Context: an optimization exercise on an open-source flow, tuned for small area. The choices shown serve that exercise and are no tape-out recipe. In this exercise RTL edits were held to simulation tests only and were not proved equivalent to the original.

Setup of willow:
Design FFT_8pt, start of the top module:
module FFT_8pt(
    input clk, reset,
    input [11:0] real_in, imag_in,
    input [2:0] addr_real, addr_imag,
    input wr_en_real, wr_en_imag,
    output [23:0] fft_real_out, fft_imag_out
);
Size: about 450 flip-flops, about 21,000 um^2 of cells after synthesis.
==> flow/config.mk <==
export PLATFORM = sky130hd
export DESIGN_NAME = FFT_8pt
export DESIGN_NICKNAME = FFT_8pt
export VERILOG_FILES = /design/flow/design.v
export SDC_FILE = /design/flow/constraint.sdc
export NUM_CORES = 4
export LEC_CHECK = 0
export CAP_MARGIN = 10
export CORE_MARGIN = 2
export CORE_UTILIZATION = 65
export SLEW_MARGIN = 10
export SYNTH_HIERARCHICAL = 1
==> flow/constraint.sdc <==
create_clock -name core_clock -period 16.0 [get_ports {clk}]
set_input_delay 3.2000 -clock core_clock [delete_from_list [all_inputs] [get_ports {clk}]]
set_output_delay 3.2000 -clock core_clock [all_outputs]
set_load 0.01 [all_outputs]
standard.sh (not shown) runs the stock make flow with config.mk's settings and CLKGATE_MAP_FILE= SYNTH_SCRIPT=/design/flow/synth_recipe.tcl, a recipe that flattens the netlist after the stock synthesis.
==> flow/flow/run.sh <==
#!/bin/bash
# Standard layout, with these changes: ports are buffered with the smallest
# buffer; the clock tree uses clkbuf_4 leaves and no dummy loads; buffers
# that synthesis added are removed and its upsized cells set back to drive 1
# after floorplanning (repair_design and repair_timing resize as needed).
set -euo pipefail
export BUFFER_PORTS_ARGS="-buffer_cell sky130_fd_sc_hd__buf_1"
export CTS_ARGS="-sink_clustering_enable -repair_clock_nets -dont_use_dummy_load -sink_clustering_size 9 -sink_clustering_max_diameter 45 -buf_list sky130_fd_sc_hd__clkbuf_4 -root_buf sky130_fd_sc_hd__clkbuf_16"
export REMOVE_ABC_BUFFERS=1
export POST_FLOORPLAN_TCL="$PWD/flow/downsize.tcl"
bash standard.sh > standard.log 2>&1
==> flow/flow/downsize.tcl <==
# Set every combinational cell to the smallest-area drive strength of the
# same cell, and let placement's repair_design and repair_timing size back up
# what the layout needs.
set db [ord::get_db]
set block [ord::get_db_block]
set n 0
foreach inst [$block getInsts] {
  set m [$inst getMaster]
  set name [$m getName]
  if {![regexp {^(sky130_fd_sc_hd__[a-z0-9]+)_([0-9]+)$} $name -> base drv]} { continue }
  if {[string match "*__df*" $base] || [string match "*__edf*" $base] \
      || [string match "*clk*" $base] || [string match "*conb*" $base]} { continue }
  set best $m
  set barea [expr {[$m getWidth] * [$m getHeight]}]
  foreach d {0 1 2} {
    set c [$db findMaster ${base}_$d]
    if {$c == "NULL" || $c == ""} { continue }
    set a [expr {[$c getWidth] * [$c getHeight]}]
    if {$a < $barea} { set best $c; set barea $a }
  }
  if {$best != $m} {
    $inst swapMaster $best
    incr n
  }
}
puts "downsize.tcl: $n instances resized"
willow reached the end of the flow, and the finished layout is clean on the timing, design-rule and antenna checks.
The following lists how violet was set up differently from willow:
- CORE_UTILIZATION: 65 -> 50
- PLACE_DENSITY: unset -> 0.8
Notes after the runs:
- Relative to willow, the worst hold slack of violet is lower by 0.0070 ns.
- The final worst-path cycle share reported for violet is greater than that of willow by 0.32 points.
- violet — fraction of the core area covered by cells at the end of the flow 16 points lower, willow as reference
- | final net count | violet vs willow | ≈ equal |
- On final-layout non-clock buffer area share, violet and willow are basically level.
- Of violet and willow, the run reporting the higher transition time at the pin with the least slew margin was willow.
- Floorplan check, violet vs willow: die outline larger in violet
- Diff willow -> violet | post-route non-filler standard cell count | up by a little under 10%
- Diff willow..violet | number of non-clock inverters | unchanged
- As of violet, maximum frequency had fallen slightly compared to willow.
[inputs] pepper vs violet
- clearing PLACE_DENSITY, which used to be 0.8
- swapping 50 for 65 in CORE_UTILIZATION
-- flow/flow/run.sh --
<<< violet, line 8
export CTS_ARGS="-sink_clustering_enable -repair_clock_nets -dont_use_dummy_load -sink_clustering_size 9 -sink_clustering_max_diameter 45 -buf_list sky130_fd_sc_hd__clkbuf_4 -root_buf sky130_fd_sc_hd__clkbuf_16"
>>> pepper, line 8
export CTS_ARGS="-sink_clustering_enable -repair_clock_nets -dont_use_dummy_load -sink_clustering_size 9 -sink_clustering_max_diameter 45 -buf_list sky130_fd_sc_hd__clkbuf_4 -root_buf sky130_fd_sc_hd__clkbuf_8"
<<< violet, line 11
>>> pepper, line 11
export RECOVER_POWER=100
Sort pepper and violet by share of layout cells above drive strength 1, ascending, and pepper comes first.
Diff violet -> pepper: wire length per cell moved up, number of nets in the layout level, minimum clock period moved down, total wire length after detailed routing moved down.
The final reports for pepper and violet show wire length of the first global-routing pass lower in the former.
Sort pepper and violet by final cell area excluding filler cells, ascending, and pepper comes first.
Measured against each other, pepper and violet differ in global-route usage over all layers, the lower figure coming from violet.
On top achievable clock speed, pepper and violet are basically level.
[flow] pepper | stages: complete | final checks: fail | reason: capacitance limit, slew limit
The clock buffer count of pepper falls short of that of violet by 1.
Setup changes, pepper to ember
-- flow/flow/run.sh --
<<< pepper, line 11
export RECOVER_POWER=100
>>> ember, line 11
- ember finished end to end and its layout was clean on timing, DRC and antenna.
- Routed wire length for ember is lower than for pepper.
- From pepper to ember the numbers moved as follows: transition at the pin with the smallest max-transition slack went down, final design instance area without fill now sits at about the same level, fraction of standard cell area that is sequential did not really move.
- ember vs. pepper: post-layout worst setup margin has increased; final-layout non-clock buffer area share went up.
What yarrow does differently from ember at the input level:
-- flow/flow/run.sh --
<<< ember, line 3
# buffer; the clock tree uses clkbuf_4 leaves and no dummy loads; buffers
>>> yarrow, line 3
# buffer; the clock tree uses clkbuf_8 leaves and no dummy loads; buffers
<<< ember, line 8
export CTS_ARGS="-sink_clustering_enable -repair_clock_nets -dont_use_dummy_load -sink_clustering_size 9 -sink_clustering_max_diameter 45 -buf_list sky130_fd_sc_hd__clkbuf_4 -root_buf sky130_fd_sc_hd__clkbuf_8"
>>> yarrow, line 8
export CTS_ARGS="-sink_clustering_enable -repair_clock_nets -dont_use_dummy_load -sink_clustering_size 16 -sink_clustering_max_diameter 80 -buf_list sky130_fd_sc_hd__clkbuf_8 -root_buf sky130_fd_sc_hd__clkbuf_16"
[summary]
- Going from ember to yarrow, fmax up 0.34%; number of nets in the layout went down 24.
- [compare] base=ember new=yarrow: total via count after detailed routing decreased about 1.4%, met1 track demand over resource held steady.
- Total wire length after detailed routing across ember and yarrow: no real change.
- The summed area of non-filler cells in the final layout of ember and that of yarrow are within noise of each other.
- Comparing ember and yarrow, the lower first-iteration DRC count is on ember.
- From ember to yarrow the numbers moved as follows: slew of the pin with the lowest slew margin has increased, number of clock buffers in the layout has decreased.
### yarrow -> nickel
- CAP_MARGIN changed from 10 to 25
- SLEW_MARGIN changed from 10 to 25
-- flow/flow/run.sh --
<<< yarrow, line 3
# buffer; the clock tree uses clkbuf_8 leaves and no dummy loads; buffers
>>> nickel, line 3
# buffer; the clock tree uses clkbuf_4 leaves and no dummy loads; buffers
<<< yarrow, line 8
export CTS_ARGS="-sink_clustering_enable -repair_clock_nets -dont_use_dummy_load -sink_clustering_size 16 -sink_clustering_max_diameter 80 -buf_list sky130_fd_sc_hd__clkbuf_8 -root_buf sky130_fd_sc_hd__clkbuf_16"
>>> nickel, line 8
export CTS_ARGS="-sink_clustering_enable -repair_clock_nets -dont_use_dummy_load -sink_clustering_size 9 -sink_clustering_max_diameter 45 -buf_list sky130_fd_sc_hd__clkbuf_4 -root_buf sky130_fd_sc_hd__clkbuf_8"
<<< yarrow, line 11
>>> nickel, line 11
export RECOVER_POWER=50
Results
- Proportion of cell area occupied by registers across yarrow and nickel: no real change.
- Relative to yarrow, signal arrival time at the worst endpoint has increased by 0.13 ns in nickel.
- Comparing yarrow and nickel, the higher amount of wire on met2 after detailed routing was measured on yarrow.
- nickel vs. yarrow: post-CTS resize count now sits at about the same level; count of clock-buffer cells in the layout now sits higher; via count now sits higher.
- Diff yarrow..nickel | pre-CTS setup slack | unchanged
- Core utilization: nickel lower than yarrow
- Global routing usage on met3 up 1.6 points in nickel wrt yarrow
- FAIL: nickel; every other run in yarrow and nickel is clean
- Although it ran to completion, nickel produced a layout that fails the final checks because of capacitance limit, slew limit.

[static timing again, ports no longer ideal]
No port has a modelled driver above. Below, the same layouts with a new extraction and two added sets of constraints. Step 1, drivers: a clkbuf_16 drives clk and a buf_2 each remaining input, both assumed. Step 2 times the ports against the registers' clock, not the clock port: input delays grow and output delays shrink by t, the midpoint of the rising clock arrivals with the driver on. Three values: no drivers, after step 1, after step 2; two values: the first two.
run | t (ns) | setup slack, ns | worst hold slack (ns) | latest minus earliest clock arrival (ns)
willow | 0.573 | 0.968 / 0.968 / 0.968 | 0.299 / 0.299 / 0.299 | 0.049 / 0.049
violet | 0.559 | 0.916 / 0.916 / 0.916 | 0.292 / 0.292 / 0.292 | 0.065 / 0.066
pepper | 0.638 | 0.960 / 0.960 / 0.960 | 0.300 / 0.300 / 0.300 | 0.045 / 0.044
ember | 0.639 | 0.978 / 0.978 / 0.978 | 0.300 / 0.300 / 0.300 | 0.044 / 0.044
yarrow | 0.530 | 1.030 / 1.030 / 1.030 | 0.325 / 0.325 / 0.325 | 0.064 / 0.064
nickel | 0.639 | 0.980 / 0.980 / 0.980 | 0.301 / 0.301 / 0.301 | 0.045 / 0.044
